What follows belongs to an exercise in optimizing a design on an open flow for small area and a short achievable clock period; a production flow would make more cautious choices.
RTL that was checked went through simulation tests only; none was proved equivalent to the original.
The flow treats the clock pin as an ideal source, which a real chip does not have.

// fir_filter_top
module fir_filter_top #(
    parameter WIDTH = 16,
    parameter TAPS = 8,
    parameter COEFF_SUM = 20
) (
    input wire clk,
    input wire rst,
    input wire signed [WIDTH-1:0] x_in,
    output wire signed [WIDTH+3:0] y_out_raw,
    output wire signed [WIDTH+3:0] y_out
);
Size in the first run: about 820 cells after synthesis, about 58 I/O pins, ~10,000 um2 of cells after synthesis.
Settings: LEC_CHECK=0, ABC_AREA=1, CAP_MARGIN=20, CORE_MARGIN=2, CORE_UTILIZATION=40, SLEW_MARGIN=20; clock period 10.0 ns.
standard.sh (not shown) runs the stock make flow with config.mk's settings and CLKGATE_MAP_FILE= SYNTH_SCRIPT=/design/flow/synth_recipe.tcl, a recipe that flattens the netlist after the stock synthesis.
==> flow/flow/run.sh <==
#!/bin/bash
# The standard layout flow, with small port buffers, a clock tree built
# from one buffer type without dummy loads, and after CTS a setup repair that
# aims for a 3.05 ns period (the SDC keeps the design's 10 ns clock).
set -euo pipefail
bash standard.sh \
  "BUFFER_PORTS_ARGS=-buffer_cell sky130_fd_sc_hd__buf_1" \
  "CTS_ARGS=-sink_clustering_enable -repair_clock_nets -buf_list sky130_fd_sc_hd__clkbuf_4 -root_buf sky130_fd_sc_hd__clkbuf_16 -sink_clustering_size 10 -sink_clustering_max_diameter 50 -dont_use_dummy_load" \
  "POST_CTS_TCL=$PWD/flow/post_cts.tcl" \
  finish > standard.log 2>&1
==> flow/flow/post_cts.tcl <==
estimate_parasitics -placement
repair_timing -setup -setup_margin 7.0 -repair_tns 100
detailed_placement
Then changed:
==> flow/flow/run.sh (replaced) <==
#!/bin/bash
# The standard layout flow, with small port buffers, a clock tree built
# from one buffer type without dummy loads, and after CTS a setup repair that
# aims for a 3.05 ns period (the SDC keeps the design's 10 ns clock).
set -euo pipefail
bash standard.sh \
  "BUFFER_PORTS_ARGS=-buffer_cell sky130_fd_sc_hd__buf_1" \
  "CTS_ARGS=-sink_clustering_enable -repair_clock_nets -buf_list sky130_fd_sc_hd__clkbuf_8 -root_buf sky130_fd_sc_hd__clkbuf_16 -sink_clustering_size 19 -sink_clustering_max_diameter 60 -dont_use_dummy_load" \
  "POST_CTS_TCL=$PWD/flow/post_cts.tcl" \
  finish > standard.log 2>&1
Result: The changed run completed without violations; utilization goes down by 0.16 points; area after synthesis does not change; wire length goes down by 1.4%; first-iteration DRC count goes up by 6.6%; synthesized cell count stays the same.
Then changed:
==> flow/flow/run.sh (replaced) <==
#!/bin/bash
# The standard layout flow, with small port buffers, a clock tree built
# from one buffer type without dummy loads, and after CTS a setup repair that
# aims for a 3.05 ns period (the SDC keeps the design's 10 ns clock).
set -euo pipefail
bash standard.sh \
  "BUFFER_PORTS_ARGS=-buffer_cell sky130_fd_sc_hd__buf_1" \
  "CTS_ARGS=-sink_clustering_enable -repair_clock_nets -buf_list sky130_fd_sc_hd__clkbuf_16 -root_buf sky130_fd_sc_hd__clkbuf_16 -sink_clustering_size 24 -sink_clustering_max_diameter 100 -dont_use_dummy_load" \
  "POST_CTS_TCL=$PWD/flow/post_cts.tcl" \
  finish > standard.log 2>&1
Worst setup slack improved by 0.012 ns.
Final cell count drops slightly.
Hold slack improved by 0.030 ns.
Global-route usage barely changes.

---

## P
Another version of the RTL of fir_filter_top (not shown whole).
Size in the first run: about 850 cells after synthesis, roughly 58 I/O pins, ~11000 sq um of cells after synthesis.
==> flow/design.v (excerpt) <==
module fir_filter_top #(
    parameter WIDTH = 16,
    parameter TAPS = 8,
    parameter COEFF_SUM = 20
) (
    input wire clk,
    input wire rst,
    input wire signed [WIDTH-1:0] x_in,
    output wire signed [WIDTH+3:0] y_out_raw,
    output wire signed [WIDTH+3:0] y_out
);
==> flow/config.mk <==
export PLATFORM = sky130hd
export DESIGN_NAME = fir_filter_top
export DESIGN_NICKNAME = fir_filter_top
export VERILOG_FILES = /design/flow/design.v
export SDC_FILE = /design/flow/constraint.sdc
export NUM_CORES = 4
export LEC_CHECK = 0
export ABC_AREA = 1
export CAP_MARGIN = 20
export CORE_MARGIN = 2
export CORE_UTILIZATION = 40
export SLEW_MARGIN = 20
==> flow/constraint.sdc <==
create_clock -name core_clock -period 10.0 [get_ports {clk}]
set_input_delay 2.0000 -clock core_clock [delete_from_list [all_inputs] [get_ports {clk}]]
set_output_delay 2.0000 -clock core_clock [all_outputs]
set_load 0.01 [all_outputs]
==> flow/flow/run.sh <==
#!/bin/bash
# The standard layout flow, with small port buffers, a clock tree built
# from one buffer type without dummy loads, and after CTS a setup repair that
# aims for a 3.05 ns period (the SDC keeps the design's 10 ns clock).
set -euo pipefail
bash standard.sh \
  "BUFFER_PORTS_ARGS=-buffer_cell sky130_fd_sc_hd__buf_2" \
  "CTS_ARGS=-sink_clustering_enable -repair_clock_nets -buf_list sky130_fd_sc_hd__clkbuf_8 -sink_clustering_size 16 -sink_clustering_max_diameter 80 -dont_use_dummy_load" \
  "POST_CTS_TCL=$PWD/flow/post_cts.tcl" \
  finish > standard.log 2>&1
Scripts as last shown in full above: flow/flow/post_cts.tcl
P closes out successfully: all stages finished, all timing, DRC and antenna checks passed.
Inputs modified between P and Q:
Settings: CORE_UTILIZATION: 40 -> 65.
diff --git a/flow/flow/run.sh b/flow/flow/run.sh
--- a/flow/flow/run.sh
+++ b/flow/flow/run.sh
@@ -6,3 +6,3 @@
 bash standard.sh \
-  "BUFFER_PORTS_ARGS=-buffer_cell sky130_fd_sc_hd__buf_2" \
+  "BUFFER_PORTS_ARGS=-buffer_cell sky130_fd_sc_hd__buf_1" \
   "CTS_ARGS=-sink_clustering_enable -repair_clock_nets -buf_list sky130_fd_sc_hd__clkbuf_8 -sink_clustering_size 16 -sink_clustering_max_diameter 80 -dont_use_dummy_load" \
Results
Number of stages on the worst hold path, Q and P: lower on P
Compared with P, Q shows arrival time at the worst endpoint higher by 30 ps.
Maximum number of pins on one net before global-route repair ends up higher on P.
No run of this note included a check of the RTL's function; only the layout flow was run.

---

== oak ==
fir_filter_top, a different RTL version from the one above (not shown whole).
For scale: about 280 flip-flops.
Design fir_filter_top, start of the top module:
module fir_filter_top #(
    parameter WIDTH = 16,
    parameter TAPS = 8,
    parameter COEFF_SUM = 20
) (
    input wire clk,
    input wire rst,
    input wire signed [WIDTH-1:0] x_in,
    output wire signed [WIDTH+3:0] y_out_raw,
    output wire signed [WIDTH+3:0] y_out
);
    function [5:0] dstep(input [4:0] r, input b);
        begin
            dstep[5] = r[3] | r[4] | (r[2] & b);
            dstep[0] = b ? r[2] : r[0];
            dstep[1] = b ? r[0] : r[3];
            dstep[2] = b ? r[3] : r[1];
            dstep[3] = b ? r[1] : r[4];
            dstep[4] = b ? r[4] : r[2];
        end
    endfunction
    reg signed [15:0] xh0;         
    reg signed [15:0] xd [1:3];    
    reg [15:0] xn4;                
    reg signed [17:0] bh0;         
    reg signed [17:0] bd [1:4];    
    reg [17:0] bn5;                
    reg [4:1] vld;                 
    wire [17:0] ba_x = bh0;
    wire [17:0] ba_y = {{2{xh0[15]}}, xh0};
    wire [17:0] ba_z = {{2{xn4[15]}}, xn4};
    wire [17:0] ba_s = ba_x ^ ba_y ^ ba_z;
    wire [17:0] ba_c = (ba_x & ba_y) | (ba_x & ba_z) | (ba_y & ba_z);
    wire [17:0] bsum;
    fir_cpa #(.N(18)) b_add (.a(ba_s), .b({ba_c[16:0], 1'b1}), .s(bsum));
    always @(posedge clk or posedge rst) begin
        if (rst) begin
            xh0 <= 16'sd0;
            xn4 <= {16{1'b1}};
            bh0 <= 18'sd0;
            bn5 <= {18{1'b1}};
            vld <= 4'd0;
        end else begin
            xh0 <= x_in;
            xn4 <= ~(xd[3] & {16{vld[3]}});
            bh0 <= bsum;
            bn5 <= ~(bd[4] & {18{vld[4]}});
            vld <= {vld[3:1], 1'b1};
        end
    end
    integer i;
    always @(posedge clk) begin
        xd[1] <= xh0;
  ...
==> flow/config.mk <==
export PLATFORM = sky130hd
export DESIGN_NAME = fir_filter_top
export DESIGN_NICKNAME = fir_filter_top
export VERILOG_FILES = /design/flow/design.v
export SDC_FILE = /design/flow/constraint.sdc
export NUM_CORES = 4
export LEC_CHECK = 0
export ABC_AREA = 1
export CAP_MARGIN = 20
export CORE_MARGIN = 2
export CORE_UTILIZATION = 40
export SLEW_MARGIN = 20
==> flow/constraint.sdc <==
create_clock -name core_clock -period 10.0 [get_ports {clk}]
set_input_delay 2.0000 -clock core_clock [delete_from_list [all_inputs] [get_ports {clk}]]
set_output_delay 2.0000 -clock core_clock [all_outputs]
set_load 0.01 [all_outputs]
==> flow/flow/run.sh <==
#!/bin/bash
# The standard layout flow (standard.sh, its own synthesis unchanged) with:
# - port buffers of the small cell buf_1;
# - a clock tree of clkbuf_16 buffers, sinks clustered by up to 24, and no
#   dummy loads;
# - after CTS, a setup repair that aims for a 3 ns period (flow/post_cts.tcl);
#   the SDC keeps the design's 10 ns clock.
# ORFS writes each step's log under orfs/logs; make's output goes to standard.log.
set -euo pipefail
bash standard.sh \
  "BUFFER_PORTS_ARGS=-buffer_cell sky130_fd_sc_hd__buf_1" \
  "CTS_ARGS=-sink_clustering_enable -repair_clock_nets -buf_list sky130_fd_sc_hd__clkbuf_16 -root_buf sky130_fd_sc_hd__clkbuf_16 -sink_clustering_size 24 -sink_clustering_max_diameter 100 -dont_use_dummy_load" \
  "POST_CTS_TCL=$PWD/flow/post_cts.tcl" \
  finish > standard.log 2>&1
==> flow/flow/post_cts.tcl <==
# After CTS: repair setup toward a 3 ns period (slack margin 7 ns on the 10 ns
# clock), then legalize the placement again.
estimate_parasitics -placement
repair_timing -setup -setup_margin 7.0 -repair_tns 100
detailed_placement
Input changes introduced in pine (baseline for comparison: oak):
==> flow/flow/run.sh <==
#!/bin/bash
# The standard layout flow, with small port buffers, a clock tree built
# from one buffer type without dummy loads, and after CTS a setup repair that
# aims for a 3.05 ns period (the SDC keeps the design's 10 ns clock).
set -euo pipefail
bash standard.sh \
  "BUFFER_PORTS_ARGS=-buffer_cell sky130_fd_sc_hd__buf_1" \
  "CTS_ARGS=-sink_clustering_enable -repair_clock_nets -buf_list sky130_fd_sc_hd__clkbuf_16 -root_buf sky130_fd_sc_hd__clkbuf_16 -sink_clustering_size 24 -sink_clustering_max_diameter 100 -dont_use_dummy_load" \
  "POST_CTS_TCL=$PWD/flow/post_cts.tcl" \
  finish > standard.log 2>&1
==> flow/flow/post_cts.tcl <==
estimate_parasitics -placement
repair_timing -setup -setup_margin 7.0 -repair_tns 100
detailed_placement
Findings:
- Diff pine..oak | post-route clock period utilization | negligible
- Taking oak as the reference, in pine synthesized cell count did not really move; final number of setup-violating endpoints stayed essentially flat; share of post-route cells with drive strength above 1 neither gained nor lost much; area of all placed cells without fillers level; net total in the final layout saw little to no change.
- Between pine and oak, the length of the first detailed-routing pass in iterations does not differ in any meaningful way.
> inputs changed (pine -> birch)
==> flow/flow/run.sh <==
#!/bin/bash
# The standard layout flow (standard.sh, its own synthesis unchanged) with:
# - port buffers of the small cell buf_1;
# - a clock tree of clkbuf_16 buffers, sinks clustered by up to 24, and no
#   dummy loads;
# - after CTS, a setup repair that aims for a 3 ns period (flow/post_cts.tcl);
#   the SDC keeps the design's 10 ns clock.
# ORFS writes each step's log under orfs/logs; make's output goes to standard.log.
set -euo pipefail
bash standard.sh \
  "BUFFER_PORTS_ARGS=-buffer_cell sky130_fd_sc_hd__buf_1" \
  "CTS_ARGS=-sink_clustering_enable -repair_clock_nets -buf_list sky130_fd_sc_hd__clkbuf_16 -root_buf sky130_fd_sc_hd__clkbuf_16 -sink_clustering_size 24 -sink_clustering_max_diameter 100 -sink_clustering_levels 1 -dont_use_dummy_load" \
  "POST_CTS_TCL=$PWD/flow/post_cts.tcl" \
  finish > standard.log 2>&1
==> flow/flow/post_cts.tcl <==
# After CTS: repair setup toward a 3 ns period (slack margin 7 ns on the 10 ns
# clock), then legalize the placement again.
estimate_parasitics -placement
repair_timing -setup -setup_margin 7.0 -repair_tns 100
detailed_placement
Findings:
- Area occupied by registers: pine vs birch identical
- Status: final hold slack parity (birch, pine)
- Reported for pine and birch, final net count turned out identical to the last digit.
- birch -> pine: synthesized area delta 0, exact match
- Total met2 wirelength after detailed routing essentially unchanged between pine and birch.
- [compare] base=pine new=birch: synthesized-area fraction occupied by adder cells about even, count of plain and timing-repair buffers in the layout was more or less identical, design area about even, count of multi-input gates ~0 delta.
For maple, these inputs were changed with respect to birch:
==> flow/flow/run.sh <==
#!/bin/bash
# The standard layout flow, with small port buffers, a clock tree built
# from one buffer type without dummy loads, and after CTS a setup repair that
# aims for a 3.05 ns period (the SDC keeps the design's 10 ns clock).
set -euo pipefail
bash standard.sh \
  "BUFFER_PORTS_ARGS=-buffer_cell sky130_fd_sc_hd__buf_1" \
  "CTS_ARGS=-sink_clustering_enable -repair_clock_nets -buf_list sky130_fd_sc_hd__clkbuf_8 -root_buf sky130_fd_sc_hd__clkbuf_16 -sink_clustering_size 19 -sink_clustering_max_diameter 60 -dont_use_dummy_load" \
  "POST_CTS_TCL=$PWD/flow/post_cts.tcl" \
  finish > standard.log 2>&1
==> flow/flow/post_cts.tcl <==
estimate_parasitics -placement
repair_timing -setup -setup_margin 7.0 -repair_tns 100
detailed_placement
==> comparison <==
- The wire length in maple sits 67 µm above the value recorded for birch.
- Data arrival time of the critical path: maple vs birch — no meaningful difference
- Compared with birch, maple shows net count of the finished layout higher by about 0.7%.
- Compared to birch, maple shows a narrower setup margin.

---

Setup of main:
fir_filter_top with an RTL version that a note above also has.
Size: ~850 cells after synthesis, about 260 flip-flops, ~11000 sq um of cells after synthesis.
==> flow/config.mk <==
export PLATFORM = sky130hd
export DESIGN_NAME = fir_filter_top
export DESIGN_NICKNAME = fir_filter_top
export VERILOG_FILES = /design/flow/design.v
export SDC_FILE = /design/flow/constraint.sdc
export NUM_CORES = 4
export LEC_CHECK = 0
export ABC_AREA = 1
export CAP_MARGIN = 20
export CORE_MARGIN = 2
export CORE_UTILIZATION = 40
export SLEW_MARGIN = 20
==> flow/constraint.sdc <==
create_clock -name core_clock -period 10.0 [get_ports {clk}]
set_input_delay 2.0000 -clock core_clock [delete_from_list [all_inputs] [get_ports {clk}]]
set_output_delay 2.0000 -clock core_clock [all_outputs]
set_load 0.01 [all_outputs]
==> flow/flow/run.sh <==
#!/bin/bash
# The standard layout flow, with small port buffers, a clock tree built
# from one buffer type without dummy loads, and after CTS a setup repair that
# aims for a 3.05 ns period (the SDC keeps the design's 10 ns clock).
set -euo pipefail
bash standard.sh \
  "BUFFER_PORTS_ARGS=-buffer_cell sky130_fd_sc_hd__buf_1" \
  "CTS_ARGS=-sink_clustering_enable -repair_clock_nets -buf_list sky130_fd_sc_hd__clkbuf_8 -sink_clustering_size 16 -sink_clustering_max_diameter 80 -dont_use_dummy_load" \
  "POST_CTS_TCL=$PWD/flow/post_cts.tcl" \
  finish > standard.log 2>&1
==> flow/flow/post_cts.tcl <==
estimate_parasitics -placement
repair_timing -setup -setup_margin 7.0 -repair_tns 100
detailed_placement
#### Input delta (the feature branch over main)
diff --git a/flow/flow/run.sh b/flow/flow/run.sh
--- a/flow/flow/run.sh
+++ b/flow/flow/run.sh
@@ -8 +8 @@
-  "CTS_ARGS=-sink_clustering_enable -repair_clock_nets -buf_list sky130_fd_sc_hd__clkbuf_8 -sink_clustering_size 16 -sink_clustering_max_diameter 80 -dont_use_dummy_load" \
+  "CTS_ARGS=-sink_clustering_enable -repair_clock_nets -buf_list sky130_fd_sc_hd__clkbuf_8 -root_buf sky130_fd_sc_hd__clkbuf_16 -sink_clustering_size 19 -sink_clustering_max_diameter 60 -dont_use_dummy_load" \
### Flow results
Comparing main and the feature branch, the higher final area was measured on the feature branch. Diff main..the feature branch | global-route usage | negligible. The area overhead of the layout relative to synthesis in the feature branch was higher than what main gave. Status: met2 track demand over resource in global routing parity (main, the feature branch).
No functional check of the RTL was part of any run of this note.

-- port drivers added, routing unchanged --
The results above use ideal ports. As a check the final layouts listed here were re-extracted and re-timed, cells and wires unchanged.
Step 1 sets driving cells, clkbuf_16 on the clock port and buf_2 on the other inputs (assumed; they add their load-dependent delay and slew).
Step 2, shift: input delay + t, output delay - t, t = (earliest + latest rising clock arrival at the registers) / 2. This alone moves slack from input paths to output paths.
Three values: ideal, step 1, step 2; two values: the first two.
run | t, ns | slack for setup (ns) | hold slack, ns | worst slew at a driven data input, ns | cell pins on the clock port's net
the first run of note 1 | 0.499 | 6.955 / 6.915 / 6.746 | 0.283 / 0.283 / 0.283 | 0.03 | 1
the second run of note 1 | 0.503 | 6.962 / 6.919 / 6.708 | 0.278 / 0.278 / 0.278 | 0.03 | 1
the third run of note 1 | 0.518 | 6.974 / 6.932 / 6.735 | 0.308 / 0.308 / 0.308 | 0.03 | 1
P | 0.549 | 6.947 / 6.910 / 6.688 | 0.329 / 0.329 / 0.329 | 0.03 | 1
Q | 0.556 | 6.918 / 6.879 / 6.699 | 0.328 / 0.328 / 0.328 | 0.03 | 1
oak | 0.510 | 7.013 / 6.971 / 6.701 | 0.328 / 0.328 / 0.328 | 0.03 | 1
pine | 0.510 | 7.013 / 6.971 / 6.701 | 0.328 / 0.328 / 0.328 | 0.03 | 1
birch | 0.510 | 7.013 / 6.971 / 6.701 | 0.328 / 0.328 / 0.328 | 0.03 | 1
maple | 0.509 | 6.997 / 6.955 / 6.716 | 0.311 / 0.311 / 0.311 | 0.03 | 1
main | 0.557 | 6.934 / 6.893 / 6.578 | 0.323 / 0.323 / 0.323 | 0.04 | 1
the feature branch | 0.514 | 6.989 / 6.947 / 6.584 | 0.311 / 0.311 / 0.311 | 0.04 | 1
After both steps setup and hold are still met in every run listed. The setup slack of the feature branch, which loses most, moves by -0.042 ns with the drivers and by -0.405 ns with both steps. Setup slack includes reset recovery checks.
